Context: an optimization exercise on an open-source flow, tuned for small area, a short achievable clock period and few clock cycles. The choices shown serve that exercise and are no tape-out recipe.

==> flow/design.v <==
`timescale 1ns/1ps
module bin2gray #(parameter WIDTH = 32)(
  input  wire [WIDTH-1:0] bin,
  output wire [WIDTH-1:0] gray
);
  assign gray = bin ^ (bin >> 1);
endmodule
`timescale 1ns/1ps
module gray2bin #(parameter WIDTH = 32)(
  input  wire [WIDTH-1:0] gray,
  output reg  [WIDTH-1:0] bin
);
  integer s, j;
  always @(*) begin
    bin = gray;
    for (s = 1; s < WIDTH; s = s * 2)
      for (j = 2*s-1; j < WIDTH; j = j + 2*s)
        bin[WIDTH-1-j] = bin[WIDTH-1-j] ^ bin[WIDTH-1-(j-s)];
    for (s = WIDTH / 4; s >= 1; s = s / 2)
      for (j = 3*s-1; j < WIDTH; j = j + 2*s)
        bin[WIDTH-1-j] = bin[WIDTH-1-j] ^ bin[WIDTH-1-(j-s)];
  end
endmodule
`timescale 1ns/1ps
module nibble_add #(parameter DIGITS = 10, parameter K = 3)(
  input  wire [DIGITS*4-1:0] x,
  output reg  [DIGITS*4-1:0] y
);
  integer i;
  always @(*)
    for (i = 0; i < DIGITS; i = i + 1)
      y[4*i +: 4] = x[4*i +: 4] + K[3:0];
endmodule
`timescale 1ns/1ps
module bin2bcd_dd(
  input  wire [28:0] w,
  input  wire [7:0]  p,
  output wire [39:0] o
);
  function [3:0] add3(input [3:0] d);
    begin
      add3[3] = d[3] | (d[2] & (d[1] | d[0]));
      add3[2] = (d[2] & ~d[1] & ~d[0]) | (d[3] & d[0]);
      add3[1] = (d[1] & (~d[2] | d[0])) | (d[3] & ~d[0]);
      add3[0] = (~d[3] & ~d[2] & d[0]) | (d[2] & d[1] & ~d[0]) | (d[3] & ~d[0]);
    end
  endfunction
  function [39:0] dstep(input [39:0] x, input b);
    integer i;
    reg c;
    reg [3:0] f;
    begin
      c = b;
      for (i = 0; i < 10; i = i + 1) begin
        f = add3(x[4*i +: 4]);
        dstep[4*i +: 4] = {f[2:0], c};
        c = f[3];
      end
    end
  endfunction
  function [39:0] dd8(input [39:0] x, input [7:0] p);
    integer j;
    reg [39:0] t;
    begin
      t = x;
      for (j = 7; j >= 0; j = j - 1)
        t = dstep(t, p[j]);
      dd8 = t;
    end
  endfunction
  assign o = dd8({11'd0, w}, p);
endmodule
module bin2bcd_first(
  input  wire [23:0] b,
  output wire [1:0]  z,
  output wire [28:0] o
);
  function [3:0] add3(input [3:0] d);
    begin
      add3[3] = d[3] | (d[2] & (d[1] | d[0]));
      add3[2] = (d[2] & ~d[1] & ~d[0]) | (d[3] & d[0]);
      add3[1] = (d[1] & (~d[2] | d[0])) | (d[3] & ~d[0]);
      add3[0] = (~d[3] & ~d[2] & d[0]) | (d[2] & d[1] & ~d[0]) | (d[3] & ~d[0]);
    end
  endfunction
  function [39:0] dstep(input [39:0] x, input b);
    integer i;
    reg c;
    reg [3:0] f;
    begin
      c = b;
      for (i = 0; i < 10; i = i + 1) begin
        f = add3(x[4*i +: 4]);
        dstep[4*i +: 4] = {f[2:0], c};
        c = f[3];
      end
    end
  endfunction
  function [39:0] dd8(input [39:0] x, input [7:0] p);
    integer j;
    reg [39:0] t;
    begin
      t = x;
      for (j = 7; j >= 0; j = j - 1)
        t = dstep(t, p[j]);
      dd8 = t;
    end
  endfunction
  wire       n0 = (b[23:16] != 8'd0), n1 = (b[15:8] != 8'd0);
  assign z = n0 ? 2'd0 : n1 ? 2'd1 : 2'd2;
  wire [7:0]  p = b[23:16] | ({8{~n0}} & (b[15:8] | {8{~n1}} & b[7:0]));
  wire [39:0] t = dd8(40'd0, p);
  assign o = t[28:0];
endmodule
`timescale 1ns/1ps
module bcd2bin_v3(
  input  wire [11:0] d,
  output wire [10:0] v
);
  function [10:0] m100(input [3:0] x);
    begin
      case (x)
        4'd0:  m100 = 11'd0;    4'd1:  m100 = 11'd100;
        4'd2:  m100 = 11'd200;  4'd3:  m100 = 11'd300;
        4'd4:  m100 = 11'd400;  4'd5:  m100 = 11'd500;
        4'd6:  m100 = 11'd600;  4'd7:  m100 = 11'd700;
        4'd8:  m100 = 11'd800;  4'd9:  m100 = 11'd900;
        4'd10: m100 = 11'd1000; 4'd11: m100 = 11'd1100;
        4'd12: m100 = 11'd1200; 4'd13: m100 = 11'd1300;
        4'd14: m100 = 11'd1400; default: m100 = 11'd1500;
      endcase
    end
  endfunction
  function [7:0] m10(input [3:0] x);
    begin
      case (x)
        4'd0:  m10 = 8'd0;    4'd1:  m10 = 8'd10;
        4'd2:  m10 = 8'd20;   4'd3:  m10 = 8'd30;
        4'd4:  m10 = 8'd40;   4'd5:  m10 = 8'd50;
        4'd6:  m10 = 8'd60;   4'd7:  m10 = 8'd70;
        4'd8:  m10 = 8'd80;   4'd9:  m10 = 8'd90;
        4'd10: m10 = 8'd100;  4'd11: m10 = 8'd110;
        4'd12: m10 = 8'd120;  4'd13: m10 = 8'd130;
        4'd14: m10 = 8'd140;  default: m10 = 8'd150;
      endcase
    end
  endfunction
  wire [10:0] x = m100(d[11:8]);
  wire [10:0] y = {3'd0, m10(d[7:4])};
  wire [10:0] w = {7'd0, d[3:0]};
  wire [10:0] s = x ^ y ^ w;
  wire [10:0] c = {(x[9:0] & y[9:0]) | (x[9:0] & w[9:0]) | (y[9:0] & w[9:0]), 1'b0};
  reg [10:0] g, p, g2, p2;
  integer l, i;
  always @(*) begin
    g = s & c;
    p = s ^ c;
    for (l = 1; l < 11; l = l * 2) begin
      g2 = g;
      p2 = p;
      for (i = 0; i < 11; i = i + 1)
        if (i & l) begin
          g2[i] = g[i] | (p[i] & g[(i & ~(l - 1)) - 1]);
          p2[i] = p[i] & p[(i & ~(l - 1)) - 1];
        end
      g = g2;
      p = p2;
    end
  end
  assign v = s ^ c ^ {g[9:0], 1'b0};
endmodule
module bcd2bin_groups(
  input  wire [39:0] d,
  output wire [1:0]  z,
  output wire [10:0] a,
  output wire [10:0] v1,
  output wire [10:0] v2,
  output wire [10:0] v3
);
  bcd2bin_v3 u_v1 (.d(d[35:24]), .v(v1));
  bcd2bin_v3 u_v2 (.d(d[23:12]), .v(v2));
  bcd2bin_v3 u_v3 (.d(d[11:0]),  .v(v3));
  assign z = (d[39:36] != 4'd0) ? 2'd0 : (d[35:24] != 12'd0) ? 2'd1 : 2'd2;
  assign a = (z == 2'd0) ? {7'd0, d[39:36]} : (z == 2'd1) ? v1 : v2;
endmodule
`timescale 1ns/1ps
module code_converter_top #(
  parameter WIDTH  = 32,
  parameter DIGITS = 10
)(
  input  wire                   clk,
  input  wire                   rst,
  input  wire                   start,
  input  wire [2:0]             opcode,
  input  wire [WIDTH-1:0]       bin_in,
  input  wire [WIDTH-1:0]       gray_in,
  input  wire [DIGITS*4-1:0]    bcd_in,
  input  wire [DIGITS*4-1:0]    ex3_in,
  output reg  [WIDTH-1:0]       bin_out,
  output reg  [WIDTH-1:0]       gray_out,
  output reg  [DIGITS*4-1:0]    bcd_out,
  output reg  [DIGITS*4-1:0]    ex3_out,
  output wire                   busy,
  output wire                   done
);
  function [3:0] add3(input [3:0] d);
    begin
      add3[3] = d[3] | (d[2] & (d[1] | d[0]));
      add3[2] = (d[2] & ~d[1] & ~d[0]) | (d[3] & d[0]);
      add3[1] = (d[1] & (~d[2] | d[0])) | (d[3] & ~d[0]);
      add3[0] = (~d[3] & ~d[2] & d[0]) | (d[2] & d[1] & ~d[0]) | (d[3] & ~d[0]);
    end
  endfunction
  function [39:0] dstep(input [39:0] x, input b);
    integer i;
    reg c;
    reg [3:0] f;
    begin
      c = b;
      for (i = 0; i < 10; i = i + 1) begin
        f = add3(x[4*i +: 4]);
        dstep[4*i +: 4] = {f[2:0], c};
        c = f[3];
      end
    end
  endfunction
  function [39:0] dd8(input [39:0] x, input [7:0] p);
    integer j;
    reg [39:0] t;
    begin
      t = x;
      for (j = 7; j >= 0; j = j - 1)
        t = dstep(t, p[j]);
      dd8 = t;
    end
  endfunction
  function [63:0] csa(input [31:0] x, input [31:0] y, input [31:0] z);
    begin
      csa = {((x & y) | (x & z) | (y & z)) << 1, x ^ y ^ z};
    end
  endfunction
  function [31:0] horner(input [23:0] a, input [10:0] p);
    reg [63:0] s1, s2;
    begin
      s1 = csa({a[21:0], 10'd2}, ~{4'd0, a, 4'd0}, ~{5'd0, a, 3'd0});
      s2 = csa(s1[31:0], s1[63:32], {21'd0, p});
      horner = s2[31:0] + s2[63:32];
    end
  endfunction
  reg       mid, last;
  reg       isb2d;   
  reg [1:0] idx;
  wire op_multi = (opcode[2:1] == 2'b01);
  assign done = last | (start & ~op_multi);
  assign busy = mid;
  wire [1:0]  z2, z3;
  wire [28:0] w0;
  wire [10:0] a0, v1, v2, v3;
  bin2bcd_first  u_f2 (.b(bin_in[31:8]), .z(z2), .o(w0));
  bcd2bin_groups u_f3 (.d(bcd_in), .z(z3), .a(a0), .v1(v1), .v2(v2), .v3(v3));
  wire [1:0] z = opcode[0] ? z3 : z2;
  always @(posedge clk or posedge rst) begin
    if (rst) begin
      mid   <= 1'b0;
      last  <= 1'b0;
      isb2d <= 1'b0;
      idx   <= 2'd0;
    end else if (mid) begin
      idx <= idx + 2'd1;
      if (idx == 2'd2) begin
        mid  <= 1'b0;
        last <= 1'b1;
      end
    end else if (last) begin
      last <= 1'b0;
    end else if (start & op_multi) begin
      isb2d <= ~opcode[0];
      idx   <= z + 2'd1;
      if (z == 2'd2) last <= 1'b1;
      else           mid  <= 1'b1;
    end
  end
  reg [28:0] W;    
  reg [7:0]  P;    
  reg [23:0] A;    
  reg [10:0] Q;    
  wire [39:0] dd_run = dd8({11'd0, W}, P);
  wire [31:0] acc    = horner(A, Q);
  always @(posedge clk) begin
    if (mid) begin
      P <= idx[0] ? bin_in[15:8] : bin_in[7:0];
      Q <= idx[0] ? v2 : v3;
    end else begin
      P <= (z2 == 2'd0) ? bin_in[23:16] : (z2 == 2'd1) ? bin_in[15:8] : bin_in[7:0];
      Q <= (z3 == 2'd0) ? v1 : (z3 == 2'd1) ? v2 : v3;
    end
    if (mid) begin
      W <= dd_run[28:0];
      A <= acc[23:0];
    end else begin
      W <= w0;
      A <= {13'd0, a0};
    end
  end
  wire [WIDTH-1:0]    gray_c, bin_c;
  wire [DIGITS*4-1:0] ex3_c, bcd_c;
  bin2gray #(WIDTH) u_b2g (.bin(bin_in), .gray(gray_c));
  gray2bin #(WIDTH) u_g2b (.gray(gray_in), .bin(bin_c));
  nibble_add #(DIGITS, 3)  u_b2e (.x(bcd_in), .y(ex3_c));
  nibble_add #(DIGITS, 13) u_e2b (.x(ex3_in), .y(bcd_c));
  always @(posedge clk or posedge rst) begin
    if (rst) begin
      bin_out  <= {WIDTH{1'b0}};
      gray_out <= {WIDTH{1'b0}};
      bcd_out  <= {DIGITS*4{1'b0}};
      ex3_out  <= {DIGITS*4{1'b0}};
    end else begin
      if (start & (opcode == 3'd0)) gray_out <= gray_c;
      if (start & (opcode == 3'd1)) bin_out <= bin_c;
      else if (last & ~isb2d)      bin_out <= acc;
      if (start & (opcode == 3'd5)) bcd_out <= bcd_c;
      else if (last & isb2d)       bcd_out <= dd_run;
      if (start & (opcode == 3'd4)) ex3_out <= ex3_c;
    end
  end
endmodule
export LEC_CHECK = 0
export ABC_AREA = 1
export CAP_MARGIN = 20
export CORE_MARGIN = 2
export CORE_UTILIZATION = 40
export CTS_BUF_LIST = sky130_fd_sc_hd__clkbuf_8
export SETUP_SLACK_MARGIN = 2.8
export SLEW_MARGIN = 20
create_clock -name core_clock -period 6.5 [get_ports {clk}]
standard.sh (not shown) runs the stock make flow with config.mk's settings and CLKGATE_MAP_FILE= SYNTH_SCRIPT=/design/flow/synth_recipe.tcl, a recipe that flattens the netlist after the stock synthesis.
==> flow/flow/run.sh <==
#!/bin/bash
# The standard flow (standard.sh), except that the port buffers are plain
# buffers instead of the delay cells buffer_ports picks by default, and CTS
# adds no dummy loads.
set -euo pipefail
export BUFFER_PORTS_ARGS="-buffer_cell sky130_fd_sc_hd__buf_1"
export CTS_ARGS="-sink_clustering_enable -repair_clock_nets -dont_use_dummy_load -buf_list sky130_fd_sc_hd__clkbuf_8"
bash standard.sh > standard.log 2>&1
Change:
--- a/flow/design.v
+++ b/flow/design.v
@@ -69,11 +69,11 @@
     end
   endfunction
   assign o = dd8({11'd0, w}, p);
 endmodule
 module bin2bcd_first(
-  input  wire [23:0] b,
+  input  wire [31:0] b,
   output wire [1:0]  z,
   output wire [28:0] o
 );
   function [3:0] add3(input [3:0] d);
     begin
@@ -104,13 +104,13 @@
       for (j = 7; j >= 0; j = j - 1)
         t = dstep(t, p[j]);
       dd8 = t;
     end
   endfunction
-  wire       n0 = (b[23:16] != 8'd0), n1 = (b[15:8] != 8'd0);
-  assign z = n0 ? 2'd0 : n1 ? 2'd1 : 2'd2;
-  wire [7:0]  p = b[23:16] | ({8{~n0}} & (b[15:8] | {8{~n1}} & b[7:0]));
+  wire       n0 = (b[31:24] != 8'd0), n1 = (b[23:16] != 8'd0), n2 = (b[15:8] != 8'd0);
+  assign z = n0 ? 2'd0 : n1 ? 2'd1 : n2 ? 2'd2 : 2'd3;
+  wire [7:0]  p = b[31:24] | ({8{~n0}} & (b[23:16] | ({8{~n1}} & (b[15:8] | ({8{~n2}} & b[7:0])))));
   wire [39:0] t = dd8(40'd0, p);
   assign o = t[28:0];
 endmodule
 `timescale 1ns/1ps
 module bcd2bin_v3(
@@ -178,12 +178,13 @@
   output wire [10:0] v3
 );
   bcd2bin_v3 u_v1 (.d(d[35:24]), .v(v1));
   bcd2bin_v3 u_v2 (.d(d[23:12]), .v(v2));
   bcd2bin_v3 u_v3 (.d(d[11:0]),  .v(v3));
-  assign z = (d[39:36] != 4'd0) ? 2'd0 : (d[35:24] != 12'd0) ? 2'd1 : 2'd2;
-  assign a = (z == 2'd0) ? {7'd0, d[39:36]} : (z == 2'd1) ? v1 : v2;
+  assign z = (d[39:36] != 4'd0) ? 2'd0 : (d[35:24] != 12'd0) ? 2'd1 :
+             (d[23:12] != 12'd0) ? 2'd2 : 2'd3;
+  assign a = (z == 2'd0) ? {7'd0, d[39:36]} : (z[0]) ? v1 : v2;
 endmodule
 `timescale 1ns/1ps
 module code_converter_top #(
   parameter WIDTH  = 32,
   parameter DIGITS = 10
@@ -249,16 +250,19 @@
   endfunction
   reg       mid, last;
   reg       isb2d;   
   reg [1:0] idx;
   wire op_multi = (opcode[2:1] == 2'b01);
-  assign done = last | (start & ~op_multi);
+  wire zero2 = (bin_in[31:8] == 24'd0);
+  wire zero3 = (bcd_in[39:12] == 28'd0);
+  wire now   = opcode[0] ? zero3 : zero2;
+  assign done = last | (start & (~op_multi | now));
   assign busy = mid;
   wire [1:0]  z2, z3;
   wire [28:0] w0;
   wire [10:0] a0, v1, v2, v3;
-  bin2bcd_first  u_f2 (.b(bin_in[31:8]), .z(z2), .o(w0));
+  bin2bcd_first  u_f2 (.b(bin_in), .z(z2), .o(w0));
   bcd2bin_groups u_f3 (.d(bcd_in), .z(z3), .a(a0), .v1(v1), .v2(v2), .v3(v3));
   wire [1:0] z = opcode[0] ? z3 : z2;
   always @(posedge clk or posedge rst) begin
     if (rst) begin
       mid   <= 1'b0;
@@ -271,11 +275,11 @@
         mid  <= 1'b0;
         last <= 1'b1;
       end
     end else if (last) begin
       last <= 1'b0;
-    end else if (start & op_multi) begin
+    end else if (start & op_multi & ~now) begin
       isb2d <= ~opcode[0];
       idx   <= z + 2'd1;
       if (z == 2'd2) last <= 1'b1;
       else           mid  <= 1'b1;
     end
@@ -314,13 +318,15 @@
       gray_out <= {WIDTH{1'b0}};
       bcd_out  <= {DIGITS*4{1'b0}};
       ex3_out  <= {DIGITS*4{1'b0}};
     end else begin
       if (start & (opcode == 3'd0)) gray_out <= gray_c;
-      if (start & (opcode == 3'd1)) bin_out <= bin_c;
-      else if (last & ~isb2d)      bin_out <= acc;
-      if (start & (opcode == 3'd5)) bcd_out <= bcd_c;
-      else if (last & isb2d)       bcd_out <= dd_run;
+      if (start & (opcode == 3'd1))        bin_out <= bin_c;
+      else if (start & (opcode == 3'd3) & zero3) bin_out <= {21'd0, v3};
+      else if (last & ~isb2d)             bin_out <= acc;
+      if (start & (opcode == 3'd5))        bcd_out <= bcd_c;
+      else if (start & (opcode == 3'd2) & zero2) bcd_out <= {11'd0, w0};
+      else if (last & isb2d)              bcd_out <= dd_run;
       if (start & (opcode == 3'd4)) ex3_out <= ex3_c;
     end
   end
 endmodule
Outcome: Sequential cell count stays the same. Area after synthesis rose by a few percent. Routed wire length rose by roughly a tenth. Non-clock buffer count rose by 99. Setup slack degrades by 0.39 ns. Synthesized cell count rose by a little under a tenth. Global-route usage rose by 0.71 points. Register-to-register slack improves by 0.13 ns. Utilization rose by 2.7 points. Final area rose by roughly a tenth.
Function was not checked in any run of this note: the RTL went through the layout flow alone.

[re-timing with driven ports]
The results above use ideal ports. As a check the final layouts listed here were re-extracted and re-timed, cells and wires unchanged.
Step 1: set_driving_cell puts a clkbuf_16 on clk and a buf_2 on each other input, an assumption about the parent block.
Step 2 adds t to the input delays and takes it off the output delays; t is the mean of the earliest and latest rising clock arrival at the registers after step 1. Input paths then give back, and output paths get back, about the clock's delay inside the block.
Three values: no drivers, after step 1, after step 2; two values: the first two.
run	t (ns)	setup WS [ns]	worst slew at a driven data input, ns
the first run	0.631	2.864 / 2.864 / 2.294	0.10
the second run	0.637	2.470 / 2.421 / 1.880	0.07
After both steps every run listed still meets setup and hold. For the second run, which loses most, drivers alone change the setup slack by -0.049 ns; drivers and shift together by -0.590 ns.
